Source: an optimization exercise on an open RTL-to-GDS flow (aim: small area). Production flows keep margins and buffers that such runs may drop. Function not checked in this run: the RTL went through the layout flow alone. Power figures rest on the tool's default switching activity, not on a simulated workload.

==> design.v <==
module dancechoreography(clock,resetn,enablecount);
input clock;
input resetn;
output reg [3:0]enablecount; 
reg [29:0]counterbetweenpulses; 
reg [29:0]upcounter;
reg [1:0]analysetimebetweensteps;
reg [200:0]choreography;
reg [200:0]timing;
reg [20:0]timingcounter;
reg [1:0]analysewhichsteptopress;
reg [1:0]storeChorBits;  
always@(posedge clock)
begin
case(analysetimebetweensteps) 
2'd0:begin
	counterbetweenpulses<=30'd9999;
	end
2'd1:begin
	counterbetweenpulses<=30'd5999;
	end
2'd2:begin
	counterbetweenpulses<=30'd19999;
	end
3'd3:begin
	counterbetweenpulses<=30'd8999;
	end
endcase
end
always@(posedge clock)
begin
	case(analysewhichsteptopress) 
	2'd0:begin
		enablecount<=4'b0001;
	end
	2'd1:begin
		enablecount<=4'b0010;
	end
	2'd2:begin
		enablecount<=4'b0100;
	end
	3'd3:begin
		enablecount<=4'b1000;
	end
	endcase
end
always@(posedge clock)
begin
if(resetn)
	begin
	choreography<= 201'b010101000001011100000011011000000100011001000011000000111001001110010011110011100111110011000101101011101010101101101100001010001101010001001010010100101101000110000010111001111111011001010001010100000;
	timing <= 201'b110011100010011100111100001101001000110011000000010100101100011010101111000001100101110010101100010100000000101100011011110010101001000001110011110101011111100011100101110000010110010000010011011101100; 
	analysewhichsteptopress<=2'b11;
	analysetimebetweensteps<=2'b11;
	storeChorBits<=2'b11;
	upcounter<=0;
	end
else
	begin 
	if(upcounter>=counterbetweenpulses)
		begin
		timing<=timing<<2;
		storeChorBits <= choreography[200:199];
		choreography<=choreography<<2;
		choreography[1:0] <= storeChorBits;
		timing[1:0]<=analysewhichsteptopress;
		analysewhichsteptopress<=choreography[200:199];
		analysetimebetweensteps<=timing[200:199];
		upcounter <= 30'd0;
		end
	else if(upcounter<counterbetweenpulses)
		begin
		upcounter<=upcounter+1;
		end
	end
end
endmodule 
module FSM(clock, resetn,inputs,wir_x,wir_y,colour,plot,enablecount,pressEnable,score);
input clock,resetn;
input [7:0]score;
output plot;
output [3:0]pressEnable;
input [7:0]inputs;
input [3:0]enablecount;
wire [10:0]state;
wire [7:0]x;
wire [7:0]y;
wire [7:0]x1;
wire [7:0]y1;
wire [7:0]x2;
wire [7:0]y2;
wire [7:0]x3;
wire [7:0]y3;
wire [7:0]y4;
wire [7:0]x4;
wire [7:0]y5;
wire [7:0]x5;
assign y4=8'd30;
assign x4=8'd110;
assign y5=8'd30;
assign x5=8'd103;
wire black,moveup,movedown,moveleft,moveright;
wire [5:0]draw;
output [7:0] wir_x;
output [7:0] wir_y;
output [2:0] colour;
reg [7:0]finalx;
reg [7:0]finaly;
wire [7:0]wir_x1;
wire [7:0]wir_x2;
wire [7:0]wir_y1;
wire [7:0]wir_y2;
reg [3:0]inputscore;
control C0(clock,resetn,inputs,state);
datapath D0(clock,resetn,state,x,y,x1,y1,x2,y2,x3,y3,inputs,black,movedown,plot,draw,enablecount,pressEnable);
always@(*)
begin
if(draw==6'b100000)
	inputscore=score[7:4];
else
	inputscore=score[3:0];
end
always@(posedge clock) 
begin
case(draw)
5'b00001:begin
	finalx<=x;
	finaly<=y;
	end	
5'b00010:begin
	finalx<=x1;
	finaly<=y1;
	end	
5'b00100:begin
	finalx<=x2;
	finaly<=y2;
	end	
5'b01000:begin
	finalx<=x3;
	finaly<=y3;
	end
5'b10000: begin
	finalx<=x4;
	finaly<=y4;
	end
6'b100000:begin
	finalx<=x5;
	finaly<=y5;
	end	
endcase
end
square S0(finalx,finaly, clock, wir_x,  wir_y,black,resetn,draw[5:0],plot,colour,inputscore); 
endmodule
module control(clock,resetn,inputs,state);
input clock;
input [7:0]inputs;
input resetn;
output reg [10:0]state;
reg [27:0]counter;
reg [10:0]drawcount;
always@(posedge clock)
	begin
	if(~resetn)
	begin
	state<=0;
	counter<=0;
	drawcount<=0;
	end
	else 
		begin
			case(state)
			25'd0: 
				begin
				if(drawcount<=4)
					drawcount<=drawcount+1;
				else if(drawcount>4)
					begin
					drawcount<=0;
					state<=state+1;
					end
				end
			25'd1:begin 
				if(drawcount<=17)
					drawcount<=drawcount+1;
				else if(drawcount>17)
					begin
					drawcount<=0;
					state<=state+1;
					end
				end
			25'd2: state<=state+1;
			25'd3:
			begin
				if(drawcount<=4)
					drawcount<=drawcount+1;
				else if(drawcount>4)
					begin
					drawcount<=0;
					state<=state+1;
					end
				end
			25'd4: 
				begin
				if(drawcount<=17)
					drawcount<=drawcount+1;
				else if(drawcount>17)
					begin
					drawcount<=0;
					state<=state+1;
					end
				end
			25'd5: state<=state+1;
			25'd6:begin
				if(drawcount<=4)
					drawcount<=drawcount+1;
				else if(drawcount>4)
					begin
					drawcount<=0;
					state<=state+1;
					end
				end
			25'd7:begin 
				if(drawcount<=17)
					drawcount<=drawcount+1;
				else if(drawcount>17)
					begin
					drawcount<=0;
					state<=state+1;
					end
				end
			25'd8: state<=state+1;
			25'd9:begin
				if(drawcount<=4)
					drawcount<=drawcount+1;
				else if(drawcount>4)
					begin
					drawcount<=0;
					state<=state+1;
					end
				end
			25'd10:begin 
				if(drawcount<=17)
					drawcount<=drawcount+1;
				else if(drawcount>17)
					begin
					drawcount<=0;
					state<=state+1;
					end
				end
			25'd11:begin 
					if(counter<=28'd833)
					counter<=counter+1;
					else
						begin
						counter<=0;
						state<=state+1;
						end
					end
			25'd12: state<=state+1;
			25'd13:begin
				if(drawcount<=4)
					drawcount<=drawcount+1;
				else if(drawcount>4)
					begin
					drawcount<=0;
					state<=state+1;
					end
				end	
			25'd14:begin 
					if(drawcount<=17)
					drawcount<=drawcount+1;
				else if(drawcount>17)
						begin
						drawcount<=0;
						state<=state+1;
						end
					end
			25'd15: state<=state+1;
			25'd16:
			begin
				if(drawcount<=4)
					drawcount<=drawcount+1;
				else if(drawcount>4)
					begin
					drawcount<=0;
					state<=state+1;
					end
				end
			25'd17:begin 
				if(drawcount<=17)
					drawcount<=drawcount+1;
				else if(drawcount>17)
					begin
					drawcount<=0;
					state<=state+1;
					end
				end
			25'd18: state<=state+1;
			25'd19:
			begin
				if(drawcount<=4)
					drawcount<=drawcount+1;
				else if(drawcount>4)
					begin
					drawcount<=0;
					state<=state+1;
					end
				end
			25'd20:begin 
					if(drawcount<=17)
					drawcount<=drawcount+1;
				else if(drawcount>17)
						begin
						drawcount<=0;
						state<=state+1;
							end
					end
			25'd21:state<=state+1;
			25'd22:begin
				if(drawcount<=4)
					drawcount<=drawcount+1;
				else if(drawcount>4)
					begin
					drawcount<=0;
					state<=state+1;
					end
				end
			25'd23:begin 
				if(drawcount<=17)
					drawcount<=drawcount+1;
				else if(drawcount>17)
					begin
					drawcount<=0;
					state<=state+1;
					end
				end
			25'd24:state<=state+1;
			25'd25:state<=state+1;
			25'd26:begin
				if(drawcount<=4)
					drawcount<=drawcount+1;
				else if(drawcount>4)
					begin
					drawcount<=0;
					state<=state+1;
					end
				end
			25'd27:begin
				if(drawcount<=100) 
					drawcount<=drawcount+1;
				else if(drawcount>100)
					begin
					drawcount<=0;
					state<=state+1;
					end
				end
			25'd28:state<=state+1;
			25'd29:state<=state+1;
			25'd30:begin
				if(drawcount<=4)
					drawcount<=drawcount+1;
				else if(drawcount>4)
					begin
					drawcount<=0;
					state<=state+1;
					end
				end
			25'd31:begin
				if(drawcount<=100) 
					drawcount<=drawcount+1;
				else if(drawcount>100)
					begin
					drawcount<=0;
					state<=state+1;
					end
				end
			25'd32:state<=state+1;
			25'd33:begin
				if(drawcount<=4)
					drawcount<=drawcount+1;
				else if(drawcount>4)
					begin
					drawcount<=0;
					state<=0;
					end
				end
			default: ;
			endcase
		end
	end
endmodule
module datapath(clock,resetn,state,x,y,x1,y1,x2,y2,x3,y3,inputs,black,movedown,plot,draw,enablecount,pressEnable);
input clock;
input [7:0]inputs;
input resetn;
input [10:0] state;
input [3:0]enablecount;
output reg [3:0]pressEnable;
output reg [7:0]x;
output reg [7:0]y;
output reg [7:0]x1;
output reg [7:0]y1;
output reg [7:0]x2;
output reg [7:0]y2;
output reg [7:0]x3;
output reg [7:0]y3;
output reg plot;
output reg movedown;
output reg black;
output reg [5:0]draw;
reg [3:0]rundown;
always@(posedge clock)
begin
if(~resetn) begin
	plot<=0;
	draw<=0;
	black<=0;
	movedown<=0;
	x<=8'd20;
	y<=8'd20;
	x1<=8'd40;
	y1<=8'd20;
	x2<=8'd60;
	y2<=8'd20;
	x3<=8'd80;
	y3<=8'd20;
	pressEnable<=4'd0;
	rundown<=4'b0;
	end 
	else if(resetn)  begin
	if(enablecount[0]==1&&y==20) 
				begin
					rundown[0]<=1;
					x<= 8'd20;
					y<=8'd20;
				end
				if(enablecount[1]==1&&y1==20)
				begin
					rundown[1]<=1;
					x1<=8'd40;
					y1<=8'd20;
				end
				if(enablecount[2]==1&&y2==20)
				begin
					rundown[2]<=1;
					x2<=8'd60;
						y2<=8'd20;
				end
				if(enablecount[3]==1&&y3==20)
				begin
					rundown[3]<=1;
					x3<=8'd80;
					y3<=8'd20;
				end
		case(state)		
		25'd0:begin
		plot<=0;
		draw<=4'b0001;
		end
		25'd1:begin 
		if(rundown[0])
			begin
			plot<=1;
			draw<=4'b0001;
			end
		end
		25'd2: draw<=0;
		25'd3: begin
		plot<=0;
		draw<=4'b0010;
		end
		25'd4:
		begin
		if(rundown[1]) 
			begin
			plot<=1;
			draw<=4'b0010;
			end
		end
		25'd5: draw<=0;
		25'd6:begin
		plot<=0;
		draw<=4'b0100;
		end
		25'd7:begin
		if(rundown[2]) 
			begin
			plot<=1;
			draw<=4'b0100;
			end
		end
		25'd8: draw<=0;
		25'd9:begin
		plot<=0;
		draw<=4'b1000;
		end
		25'd10:begin 
		if(rundown[3])
			begin
			plot<=1; 
			draw<=4'b1000; 
			end
		end
		25'd11:; 
		25'd12: draw<=0;
		25'd13:begin
		plot<=0;
		draw<=4'b0001;
		end
		25'd14:begin 
		if(rundown[0])
			begin
			plot<=1;
			black<=1;
			draw<=4'b0001;
			end
		end
		25'd15: draw<=0;
		25'd16:begin
		plot<=0;
		draw<=4'b0010;
		end
		25'd17:begin 
		if(rundown[1])
			begin
			plot<=1;
			black<=1;
			draw<=4'b0010;
			end
		end
		25'd18: draw<=0;
		25'd19:begin
		plot<=0;
		draw<=4'b0100;
		end
		25'd20:begin 
		if(rundown[2])
			begin
			plot<=1;
			black<=1;
			draw<=4'b0100;
			end
		end
		25'd21: draw<=0;
		25'd22:begin
		plot<=0;
		draw<=4'b1000;
		end
		25'd23:begin 
		if(rundown[3]) 
		begin
			black<=1;
			draw<=4'b1000;
			plot<=1;
			end
		end
		25'd24:begin  
		black<=0;
		draw<=0;
		plot<=0;
		if(rundown[0])
			begin
			if(y>75)
			pressEnable[0]<=1;
			if(y<90)
			y<=y+1;
				else begin
				y<=20;
				rundown[0]<=0;
				pressEnable[0]<=0;
				end
			end
		if(rundown[1])
			begin
			if(y1>75)
			pressEnable[1]<=1;
			if(y1<90)
			y1<=y1+1;
				else begin
				y1<=20;
				rundown[1]<=0;
				pressEnable[1]<=0;
				end
			end
		if(rundown[2])
			begin
			if(y2>75)
			pressEnable[2]<=1;
			if(y2<90)
			y2<=y2+1;
				else begin
				y2<=20;
				rundown[2]<=0;
				pressEnable[2]<=0;
				end
			end
		if(rundown[3])
			begin
			if(y3>75)
			pressEnable[3]<=1;
			if(y3<90)
			y3<=y3+1;
				else begin
				y3<=20;
				rundown[3]<=0;
				pressEnable[3]<=0;
				end
			end
		end
		25'd25:begin
		draw<=0;
		end
		25'd26:begin
		plot<=0;
		draw<=5'b10000;
		end
		25'd27:plot<=1; 
		25'd28:begin
		draw<=0;
		plot<=0;
		end
		25'd29:begin
		draw<=0;
		end
		25'd30:begin
		plot<=0;
		draw<=6'b100000;
		end
		25'd31:plot<=1; 
		25'd32:begin
		draw<=0;
		plot<=0;
		end
		25'd33:
		begin
		plot<=0;
		draw<=4'b0001;
		end
		default: ; 
		endcase
	end
end
endmodule
	module square (input [7:0]x,input [7:0]y, input clock, output [7:0] wir_x, output [7:0] wir_y,input black,input resetn,input [5:0]draw,input plot,output [2:0]colour,input [3:0]score);
		reg [2:0] countx; 
		reg [2:0] county;  
		reg go;
		reg [24:0]bits;
		reg [2:0] counter;
		reg assignblack;
		reg black2;
		 assign wir_x = x + countx;
		 assign wir_y = y + county;
		 mux2to1 M0(assignblack, colour);
		always@(*)
			begin
			if(draw==5'b1||draw==5'd2||draw==5'd4||draw==5'd8)
			assignblack=black; 
			else
			assignblack=black2; 
			end
		always@ (posedge clock) 
			if(~resetn||draw[5:0]==6'b0)
				begin
				countx<=3'b000;
				county<=3'b000;
				go<=1; 
				counter<=0;
				if(~resetn)
					black2<=1'b0;
				end
			else if(plot)
					begin if(draw[3]==1'b1||draw[2]==1'b1||draw[1]==1'b1||draw[0]==1'b1)
						case(countx)
						3'd0: countx<=countx+1;
						3'd1: countx<=countx+1;
						3'd2:	countx<=countx+1;
						3'd3:	begin
								countx<=3'b0;
								if(county<=2)
									county<=county+1'b1;
								else if(county==3)
									begin
									county<=county;
									countx<=countx;
									end
								end
						endcase
					else if(draw[4]==1'b1||draw[5]==1'b1)
					begin
						case(score)
						4'd0: begin if(go) bits=25'b0111010001100011000101110;go<=0;end
						4'd1: begin if(go) bits=25'b0010000100001000010000100;go<=0;end
						4'd2: begin if(go) bits=25'b1111100001111111000011111;go<=0;end
						4'd3: begin if(go) bits=25'b1111100001111110000111111;go<=0;end
						4'd4: begin if(go) bits=25'b1000110001111110000100001;go<=0;end
						4'd5: begin if(go) bits=25'b1111110000111110000111111;go<=0;end
						4'd6: begin if(go) bits=25'b1111110000111111000111111;go<=0;end
						4'd7: begin if(go) bits=25'b1111100001000010000100001;go<=0;end
						4'd8: begin if(go) bits=25'b1111110001111111000111111;go<=0;end
						4'd9: begin if(go) bits=25'b1111110001111110000100001;go<=0;end
						4'hA: begin if(go) bits=25'b0111010001111111000110001;go<=0;end
						4'hB: begin if(go) bits=25'b1000010000111111000101110;go<=0;end
						4'hC: begin if(go) bits=25'b0111110000100001000001111;go<=0;end
						4'hD: begin if(go) bits=25'b0000100001111111000101110;go<=0;end
						4'hE: begin if(go) bits=25'b1111110000111111000011111;go<=0;end
						4'hF: begin if(go) bits=25'b1111110000111111000010000;go<=0;end
						default: bits=bits;
						endcase
						case(countx) 
						3'd0: begin if(counter<2)
							begin
							counter<=counter+1;
							if(bits[24]==0)
							black2<=1'b1;
							else if (bits[24]==1)
							black2<=1'b0;
							end
						if(counter>=2)
							begin
							counter<=0;
							countx<=countx+1;
							bits<=bits<<1;
							end
						end
						3'd1: begin if(counter<2)
							begin
							counter<=counter+1;
							if(bits[24]==0)
							black2<=1'b1;
							else if (bits[24]==1)
							black2<=1'b0;
							end
						if(counter>=2)
							begin
							counter<=0;
							countx<=countx+1;
							bits<=bits<<1;
							end
						end
						3'd2: begin	if(counter<2)
							begin
							counter<=counter+1;
							if(bits[24]==0)
							black2<=1'b1;
							else if (bits[24]==1)
							black2<=1'b0;
							end
						if(counter>=2)
							begin
							counter<=0;
							countx<=countx+1;
							bits<=bits<<1;
							end
						end
						3'd3: begin if(counter<2)
							begin
							counter<=counter+1;
							if(bits[24]==0)
							black2<=1'b1;
							else if (bits[24]==1)
							black2<=1'b0;
							end
						if(counter>=2)
							begin
							counter<=0;
							countx<=countx+1;
							bits<=bits<<1;
							end
						end
						3'd4:	begin
							if(counter<2)
							begin
							counter<=counter+1;
							if(bits[24]==0)
							black2<=1'b1;
							else if (bits[24]==1)
							black2<=1'b0;
							end
						if(counter>=2)
							begin
							counter<=0;
							bits<=bits<<1;
							countx<=3'b0;
							if(county<=3)
								county<=county+1'b1;
							else if(county==4)
									begin
									county<=county;
									countx<=countx;
									end
							end
						end
						endcase
					end
				end
			endmodule
module mux2to1(input black,  output reg[2:0]color); 
			always@(*)
			begin
			if(black)
				color = 3'b000;
			else
				color = 3'b111;
				end
		endmodule					
module reactiontime(enableCount1, enableCount2, enableCount3, enableCount4, overallScore, press1, press2, press3, press4, clk, reset,HEXCOUNTER1,HEXCOUNTER2,HEXCOUNTER3,HEXCOUNTER4,pad1, pad2, pad3, pad4,resetscore);
	input enableCount1, enableCount2, enableCount3, enableCount4, clk, reset;
	reg startCount1, startCount2, startCount3, startCount4;
	reg enablescore;
	reg [25:0]countbeforeincrement;	
	input press1, press2, press3, press4, pad1, pad2, pad3, pad4;
	input resetscore;
	reg [30:0] count1, count2, count3, count4;
	output reg [7:0]overallScore; 
	output reg [3:0]HEXCOUNTER1;
	output reg [3:0]HEXCOUNTER2;
	output reg [3:0]HEXCOUNTER3;
	output reg [3:0]HEXCOUNTER4;
	always@(posedge clk)
		begin
			if(resetscore)begin
			overallScore<=8'b0;end
			if(reset) begin   
				count1<=31'd50000;
				count2<=31'd50000;
				count3<=31'd50000;
				count4<=31'd50000;
				countbeforeincrement<=0;
				overallScore<=8'b0;
				startCount1<=1'b0;
				startCount2<=1'b0;
				startCount3<=1'b0;
				startCount4<=1'b0;
				enablescore<=1'b0;
				HEXCOUNTER1<=4'd0;
				HEXCOUNTER2<=4'd0;
				HEXCOUNTER3<=4'd0;
				HEXCOUNTER4<=4'd0;
				end
			else begin
			if(enableCount1)
				startCount1<=1'b1;
			if(enableCount2)
				startCount2<=1'b1;
			if(enableCount3)
				startCount3<=1'b1;
			if(enableCount4)
				startCount4<=1'b1;
			if(enablescore==1'b1)
				begin 
					if(countbeforeincrement<26'd5000)
					countbeforeincrement<=countbeforeincrement+1;
					else if(countbeforeincrement>=26'd5000)
						begin
						overallScore<=overallScore+1;
						enablescore<=1'b0;
						countbeforeincrement<=0;
						end
				end
			if(startCount1)begin
				if(count1 > 31'd90000) 
					begin
					HEXCOUNTER1<=4'd3;
					count1<=count1-1;
					end
				else if(count1<=31'd90000 && count1>31'd50001)
					begin
					HEXCOUNTER1 <= 4'd2;
					count1<=count1-1;
					if(press1 || pad1)
						begin
						enablescore<=1'b1;
						startCount1 <= 1'b0;
						count1 <= 31'd0;
						HEXCOUNTER1 <= 3'd0;
						end
					end
				else if(count1<=31'd50001 && count1>31'd5000) 
					begin
					HEXCOUNTER1<=4'd1;
					count1<=count1-1;
					if(press1 || pad1) 
						begin
						enablescore<=1'b1;
						startCount1<=1'b0;
						count1<=31'd0;
						HEXCOUNTER1<=3'd0;
						end
					end
				else if(count1<=31'd5000&&count1>31'd0)
					begin
					HEXCOUNTER1<=4'd0;
					count1<=count1-1;
					if(press1 || pad1)
						begin
						enablescore<=1'b1;
						startCount1<=1'b0;
						count1<=31'd0;
						HEXCOUNTER1<=3'd0;
						end
					end
				else if(count1==31'd0)
					begin
					count1<=31'd50000;
					startCount1<=1'b0;
					end
				end
			if(startCount2)begin
				if(count2>31'd90000)
					begin
					HEXCOUNTER2<=4'd3;
					count2<=count2-1;
					end
				else if(count2<=31'd90000&&count2>31'd50001)
					begin
					HEXCOUNTER2<=4'd2;
					count2<=count2-1;
					if(press2 || pad2)
						begin
						enablescore<=1'b1;
						startCount2<=1'b0;
						count2<=31'd0;
						HEXCOUNTER2<=3'd0;
						end
					end
				else if(count2<=31'd50001&&count2>31'd5000)
					begin
					HEXCOUNTER2<=4'd1;
					count2<=count2-1;
					if(press2 || pad2)
						begin
						enablescore<=1'b1;
						startCount2<=1'b0;
						count2<=31'd0;
						HEXCOUNTER2<=3'd0;
						end
					end
				else if(count2<=31'd5000&&count2>31'd0)
					begin
					HEXCOUNTER2<=4'd0;
					count2<=count2-1;
					if(press2 || pad2)
						begin
						enablescore<=1'b1;
						startCount2<=1'b0;
						count2<=31'd0;
						HEXCOUNTER2<=3'd0;
						end
					end
				else if(count2==31'd0)
					begin
					count2<=31'd50000;
					startCount2 <= 1'b0;
					end
				end
			if(startCount3)begin
				if(count3>31'd90000)
					begin
					HEXCOUNTER3<=4'd3;
					count3<=count3-1;
					end
				else if(count3<=31'd90000&&count3>31'd50001)
					begin
					HEXCOUNTER3<=4'd2;
					count3<=count3-1;
					if(press3 || pad3)
						begin
						enablescore<=1'b1;
						startCount3<=1'b0;
						count3<=31'd0;
						HEXCOUNTER3<=3'd0;
						end
					end
				else if(count3<=31'd50001&&count3>31'd5000)
					begin
					HEXCOUNTER3<=4'd1;
					count3<=count3-1;
					if(press3 || pad3)
						begin
						enablescore<=1'b1;
						startCount3 <= 1'b0;
						count3 <= 31'd0;
						HEXCOUNTER3<=3'd0;
						end
					end
				else if(count3<=31'd5000&&count3>31'd0)
					begin
					HEXCOUNTER3<=4'd0;
					count3<=count3-1;
					if(press3 || pad3)
						begin
						enablescore<=1'b1;
						startCount3<=1'b0;
						count3<=31'd0;
						HEXCOUNTER3<=3'd0;
						end
					end
				else if(count3==31'd0)
					begin
					count3<=31'd50000;
					startCount3<=1'b0;
					end
				end
			if(startCount4)begin
				if(count4>31'd90000)
					begin
					HEXCOUNTER4<=4'd3;
					count4<=count4-1;
					end
				else if(count4<=31'd90000&&count4>31'd50001)
					begin
					HEXCOUNTER4<=4'd2;
					count4<=count4-1;
					if(press4 || pad4)
						begin
						enablescore<=1'b1;
						startCount4<=1'b0;
						count4<=31'd0;
						HEXCOUNTER4<=3'd0;
						end
					end
				else if(count4<=31'd50001&&count4>31'd5000)
					begin
					HEXCOUNTER4<=4'd1;
					count4<=count4-1;
					if(press4 || pad4)
						begin
						enablescore<=1'b1;
						startCount4<=1'b0;
						count4<=31'd0;
						HEXCOUNTER4<=3'd0;
						end
					end
				else if(count4<=31'd5000&&count4>31'd0)
					begin
					HEXCOUNTER4<=4'd0;
					count4<=count4-1;
					if(press4 || pad4)
						begin
						enablescore<=1'b1;
						startCount4<=1'b0;
						count4<=31'd0;
						HEXCOUNTER4<=3'd0;
						end
					end
				else if(count4==31'd0)
					begin
					count4<=31'd50000;
					startCount4<=1'b0;
					end
				end
			end
		end
	endmodule
	module hex_decoder(hex_digit, segments);
    input [3:0] hex_digit;
    output reg [6:0] segments;
    always @(*)
        case (hex_digit)
            4'h0: segments = 7'b100_0000;
            4'h1: segments = 7'b111_1001;
            4'h2: segments = 7'b010_0100;
            4'h3: segments = 7'b011_0000;
            4'h4: segments = 7'b001_1001;
            4'h5: segments = 7'b001_0010;
            4'h6: segments = 7'b000_0010;
            4'h7: segments = 7'b111_1000;
            4'h8: segments = 7'b000_0000;
            4'h9: segments = 7'b001_1000;
            4'hA: segments = 7'b000_1000;
            4'hB: segments = 7'b000_0011;
            4'hC: segments = 7'b100_0110;
            4'hD: segments = 7'b010_0001;
            4'hE: segments = 7'b000_0110;
            4'hF: segments = 7'b000_1110;   
            default: segments = 7'h7f;
        endcase
endmodule
module ddr_core (
	input        clk,
	input        resetn,       
	input        resetscore,   
	input  [3:0] key_n,        
	input  [3:0] pad_n,        
	output [7:0] x,
	output [7:0] y,
	output [2:0] colour,
	output       plot,
	output [6:0] hex0,
	output [6:0] hex1,
	output [6:0] hex2,
	output [6:0] hex3,
	output [6:0] hex4,
	output [6:0] hex5
);
	wire [3:0] HEXCOUNTER1;
	wire [3:0] HEXCOUNTER2;
	wire [3:0] HEXCOUNTER3;
	wire [3:0] HEXCOUNTER4;
	wire [7:0] scoring;
	wire [3:0] enableCount;
	wire [3:0] pressEnable;
	dancechoreography d0(clk, ~resetn, enableCount[3:0]);
	FSM simulatechoreography(clk, resetn, 8'd0, x, y, colour, plot, enableCount[3:0], pressEnable[3:0], scoring[7:0]);
	reactiontime test(pressEnable[0], pressEnable[1], pressEnable[2], pressEnable[3], scoring, ~key_n[0], ~key_n[1], ~key_n[2], ~key_n[3],
		clk, ~resetn, HEXCOUNTER1, HEXCOUNTER2, HEXCOUNTER3, HEXCOUNTER4, ~pad_n[0], ~pad_n[1], ~pad_n[2], ~pad_n[3], resetscore);
	hex_decoder hex0_dec(scoring[3:0], hex0);
	hex_decoder hex1_dec(scoring[7:4], hex1);
	hex_decoder hex3_dec(HEXCOUNTER1, hex2);
	hex_decoder hex4_dec(HEXCOUNTER2, hex3);
	hex_decoder hex5_dec(HEXCOUNTER3, hex4);
	hex_decoder hex6_dec(HEXCOUNTER4, hex5);
endmodule
==> run.sh <==
#!/bin/bash
# synth_recipe.tcl (not shown) runs the flow's synth.tcl, then flattens the netlist and writes it again
# the make line also repeats each setting of config.mk as NAME=value (left out here)
make -C /OpenROAD-flow-scripts/flow DESIGN_CONFIG=/design/flow/config.mk WORK_HOME=/design/flow/orfs CLKGATE_MAP_FILE= SYNTH_SCRIPT=/design/flow/synth_recipe.tcl finish
==> config.mk <==
export PLATFORM = sky130hd
export DESIGN_NAME = ddr_core
export DESIGN_NICKNAME = ddr_core
export VERILOG_FILES = /design/flow/design.v
export SDC_FILE = /design/flow/constraint.sdc
export NUM_CORES = 4
export LEC_CHECK = 0
export CAP_MARGIN = 20
export CORE_MARGIN = 2
export CORE_UTILIZATION = 45
export PLACE_DENSITY = 0.6
export SLEW_MARGIN = 20
==> constraint.sdc <==
create_clock -name core_clock -period 10.0 [get_ports {clk}]
set_input_delay 2.0000 -clock core_clock [delete_from_list [all_inputs] [get_ports {clk}]]
set_output_delay 2.0000 -clock core_clock [all_outputs]
set_load 0.01 [all_outputs]
==> impl_metrics.json <==
{
  "worstReg2RegEnd": "simulatechoreography.S0.bits[20]",
  "crit_fanout": 12,
  "worstSetupEndpointType": "output pin",
  "synth_top_family_by_area": "simple AND/OR/NAND/NOR gates",
  "arrival_ps": 3050,
  "required_ps": 8000,
  "p_leak_nw": 15.1,
  "rr_startpoint": "simulatechoreography.D0.draw[1]",
  "grt_max_degree": 249,
  "cts_max_level": 3,
  "period_share": 0.505,
  "fp-row-count": 100,
  "period_needed_ps": 5050,
  "grt_pass1_wl_um": 121000,
  "cts_resized": 0,
  "switching_power_mw": 1.62,
  "port_buffers": 68,
  "first_pass_iters": 5,
  "dpl.hpwl_um": 42400,
  "rsz0062_at_grt": "false",
  "synthArstFlopShare": 0,
  "critPathKind": "register to output pin",
  "finalNetCount": 4170,
  "detail_route.wirelength_um": 70000,
  "ant_nets": 0,
  "grt-ovfl-total": 0,
  "grt_pass1_vias": 25100,
  "clkPwrFrac": 0.467,
  "internal-power_mw": 5.45,
  "peakVddDrop_v": 0.000140,
  "max_cap_viol_count": 0,
  "r2r_slack_ps": 6320,
  "p_sw_frac": 0.229,
  "hold_path.class": "register to register",
  "gp_congestion": 0.882,
  "cts_tree": "built",
  "antenna_found_initial": 0,
  "cts-hold-fix-buffers": 0,
  "dp.cells": 4962,
  "synthXorXnorAreaFrac": 0.0388,
  "fin_cells": 5121,
  "netlist_area_mm2": 0.0339,
  "core_mm2": 0.0746,
  "worstSetupEndpoint": "colour[2]",
  "diodes": 0,
  "dieArea_mm2": 0.0775,
  "yosysWarnings": 8,
  "synth-seq-cells": 798,
  "worst_pin_slew_ps": 1200,
  "seqPwrFrac": 0.481,
  "clk_latency_ps": 640,
  "synthAdderAreaFrac": 0.0289,
  "setup_viol": 0,
  "root_buffer": "clkbuf_16",
  "yosys.cell_types.count": 96,
  "io-pin-count": 73,
  "worst_r2r_path_depth": 6,
  "synthMuxAreaShare": 0.0132,
  "syn_to_final_growth_pct": 12.3,
  "synth_cells": 4148,
  "cts_buffer_depth": 3,
  "synth_compound_area_frac": 0.118,
  "die_y_um": 278,
  "hold_viol": 0,
  "relSlewSlack": 0.202,
  "avgSynthCellArea_um2": 8.17,
  "slew_violations": 0,
  "grt_usage": 0.178,
  "ys_seq_area_frac": 0.483,
  "power_mw": 7.06,
  "p_per_area_mw_per_mm2": 186,
  "crit_start": "simulatechoreography.D0.draw[2]",
  "post_cts_buffers": 0,
  "drc_errors": 0,
  "synth_edf_count": 41,
  "synth_top_flop_cell": "dfxtp_1",
  "drtIter0Drc": 1998,
  "skew_ps": 15.1,
  "fmax_ghz": 0.198,
  "vias": 27000,
  "status": "complete, no violations",
  "cts_buffers": 86,
  "drive_above_1_share": 0.0530,
  "via_per_inst": 5.28,
  "initial_utilization": 0.455,
  "die_w_um": 278,
  "synth-simple-area-share": 0.278,
  "clkTransAtPathRegs_ps": 60,
  "combPwrFrac": 0.052,
  "wl_per_cell_um": 13.7,
  "fillers": 7154,
  "startpoint_type": "register",
  "cts_sinks": 798,
  "final.setup.tns_ps": 0
}
-- cell families (layout without fill, tap and decap cells) --
group | Yosys count | after routing
adder cells (fa/ha/maj) | 77 | 77
AO/OA/AOI/OAI | 663 | 663
XOR/XNOR | 150 | 150
multiplexers | 41 | 41
buffers and inverters | 350 | 337
other | 1 | 18
flip-flops | 798 | 798
AND/OR/NAND/NOR | 2068 | 2068
-- cell usage after synthesis, types with 6 or more instances --
master | n | area share
a211oi_1 | 12 | 0.0027
a21o_1 | 9 | 0.0020
a21oi_1 | 339 | 0.050
a221oi_1 | 8 | 0.0021
a22oi_1 | 15 | 0.0033
a31o_2 | 9 | 0.0023
a31oi_1 | 27 | 0.0050
and2_1 | 38 | 0.0070
and3_1 | 47 | 0.0087
and4_1 | 7 | 0.0018
buf_2 | 7 | 0.0010
buf_4 | 10 | 0.0022
clkbuf_1 | 236 | 0.026
dfxtp_1 | 757 | 0.45
edfxtp_1 | 41 | 0.036
ha_1 | 75 | 0.028
inv_1 | 89 | 0.0099
mux2_2 | 10 | 0.0033
mux2i_1 | 29 | 0.0086
nand2_1 | 1009 | 0.11
nand2b_1 | 28 | 0.0052
nand3_1 | 255 | 0.038
nand3b_1 | 15 | 0.0033
nand4_1 | 50 | 0.0092
nand4b_1 | 11 | 0.0028
nor2_1 | 336 | 0.037
nor2b_1 | 26 | 0.0048
nor3_1 | 72 | 0.011
nor3b_1 | 10 | 0.0022
nor4_1 | 52 | 0.0096
nor4b_1 | 13 | 0.0034
o211ai_1 | 15 | 0.0033
o21a_1 | 7 | 0.0016
o21ai_0 | 96 | 0.014
o21ai_1 | 6 | 0.00089
o21bai_1 | 11 | 0.0024
o22ai_1 | 14 | 0.0026
o311ai_0 | 11 | 0.0028
o31ai_1 | 11 | 0.0024
o41ai_1 | 6 | 0.0016
or2_2 | 19 | 0.0035
or3_1 | 26 | 0.0048
or4_1 | 21 | 0.0047
xnor2_1 | 76 | 0.020
xor2_1 | 74 | 0.019
-- cells in the final DEF, fill, tap and decap left out, drive strengths merged, types with 11 or more instances in the layout --
cell type and n:
xor2 74, mux2i 29, nor2 336, edfxtp 41
nand4b 11, inv 90, buf 20, nand3b 15
a31oi 27, nand4 50, o311ai 12, ha 75
clkinv 22, o211ai 15, nor4 54, nand3 255
or3 27, nor3 73, or4 23, nor2b 26
nor4b 13, dfxtp 757, and2 41, conb 18
o22ai 14, or2 20, a211oi 13, a21oi 339
nand2 1010, a22oi 15, nand2b 28, o21ai 102
xnor2 76, clkbuf 127, o31ai 11, o21bai 11
clkdlybuf4s50 67, and3 47
-- power by group through the flow --
stage               sequential [mW]  combinational [mW]  clock [mW]
floorplan                      3.45               0.276           0
global placement               3.47               0.367           0
detailed placement             3.47               0.369           0
CTS                            3.40               0.372        3.40
global route                   3.41               0.417        3.52
finish                         3.40               0.367        3.30
-- flip-flops by register name, indices dropped and copies added, names as in the netlist, 8 cells and up --
signal,count
d0.choreography,199
d0.timing,201
d0.upcounter,30
simulatechoreography.C0.counter,28
simulatechoreography.C0.drawcount,11
simulatechoreography.C0.state,11
simulatechoreography.D0.y,8
simulatechoreography.D0.y1,8
simulatechoreography.D0.y2,8
simulatechoreography.D0.y3,8
simulatechoreography.S0.bits,25
simulatechoreography.finaly,8
test.count1,31
test.count2,31
test.count3,31
test.count4,31
test.countbeforeincrement,26
test.overallScore,8
-- worst min path at each step --
| stage | from | end | slack (ps) | cells after the start |
|---|---|---|---|---|
| global placement | d0.upcounter[0] | d0.upcounter[0] | 430 | 1 |
| finish | d0.timing[125] | d0.timing[127] | 450 | 2 |
| floorplan | d0.upcounter[0] | d0.upcounter[0] | 420 | 1 |
| CTS | d0.timing[125] | d0.timing[127] | 450 | 2 |
| global route | d0.choreography[149] | d0.choreography[149] | 460 | 2 |
| detailed placement | d0.timing[54] | d0.timing[54] | 440 | 2 |
-- layout make-up --
class / instances / area [µm²] / area share
inverters: 92 / 353 / 0.00927
multi-input cells: 3017 / 16200 / 0.426
flip-flops and latches: 798 / 16400 / 0.430
clock buffers: 127 / 2490 / 0.0653
repair buffers: 87 / 886 / 0.0233
clock inverters: 31 / 509 / 0.0134
well taps: 969 / 1210 / 0.0318
-- metal layers --
layer,vias to the layer above,part of all wire,global-route usage
met5,-,0,0
li1,14000,-,-
met4,0,0.026,0.0556
met2,447,0.45,0.290
met1,12500,0.49,0.243
met3,121,0.038,0.0283
-- through the flow --
stage | setup WS, ps | area, µm² | hold slack, ps | util
2_1_floorplan | 5430 | 34000 | 418 | -
5_1_grt | 4740 | 38100 | 463 | 0.510
3_3_place_gp | 5080 | 35000 | 427 | 0.470
4_1_cts | 4900 | 38000 | 446 | 0.510
3_5_place_dp | 5110 | 35000 | 444 | 0.470
6_report | 4950 | 38100 | 446 | 0.510
-- worst max-delay path, stage by stage (launching register included) --
cell and delay (ps):
dfxtp_1 560, xnor2_1 120, nor2_1 90, a211oi_1 50
nor4_1 540, mux2i_1 440, clkdlybuf4s50_1 620

[afterwards: timing with drivers on the ports]
No port has a modelled driver above. Below, the same layout with a new extraction and two added sets of constraints. Step 1, drivers: a clkbuf_16 drives clk and a buf_2 each remaining input, both assumed. Step 2 adds t to the input delays and takes it off the output delays; t is the mean of the earliest and latest rising clock arrival at the registers after step 1. Input paths then give back, and output paths get back, about the clock's delay inside the block. Three values: no drivers, after step 1, after step 2; two values: the first two.
t (ns): 0.688
slack for setup (ns): 4.950 / 4.890 / 5.071
hold slack, ns: 0.446 / 0.446 / 0.446
clock arrival spread, ns: 0.017 / 0.017
After both steps setup and hold are still met in this run. For this run, drivers alone change the setup slack by -0.060 ns; drivers and shift together by +0.121 ns.
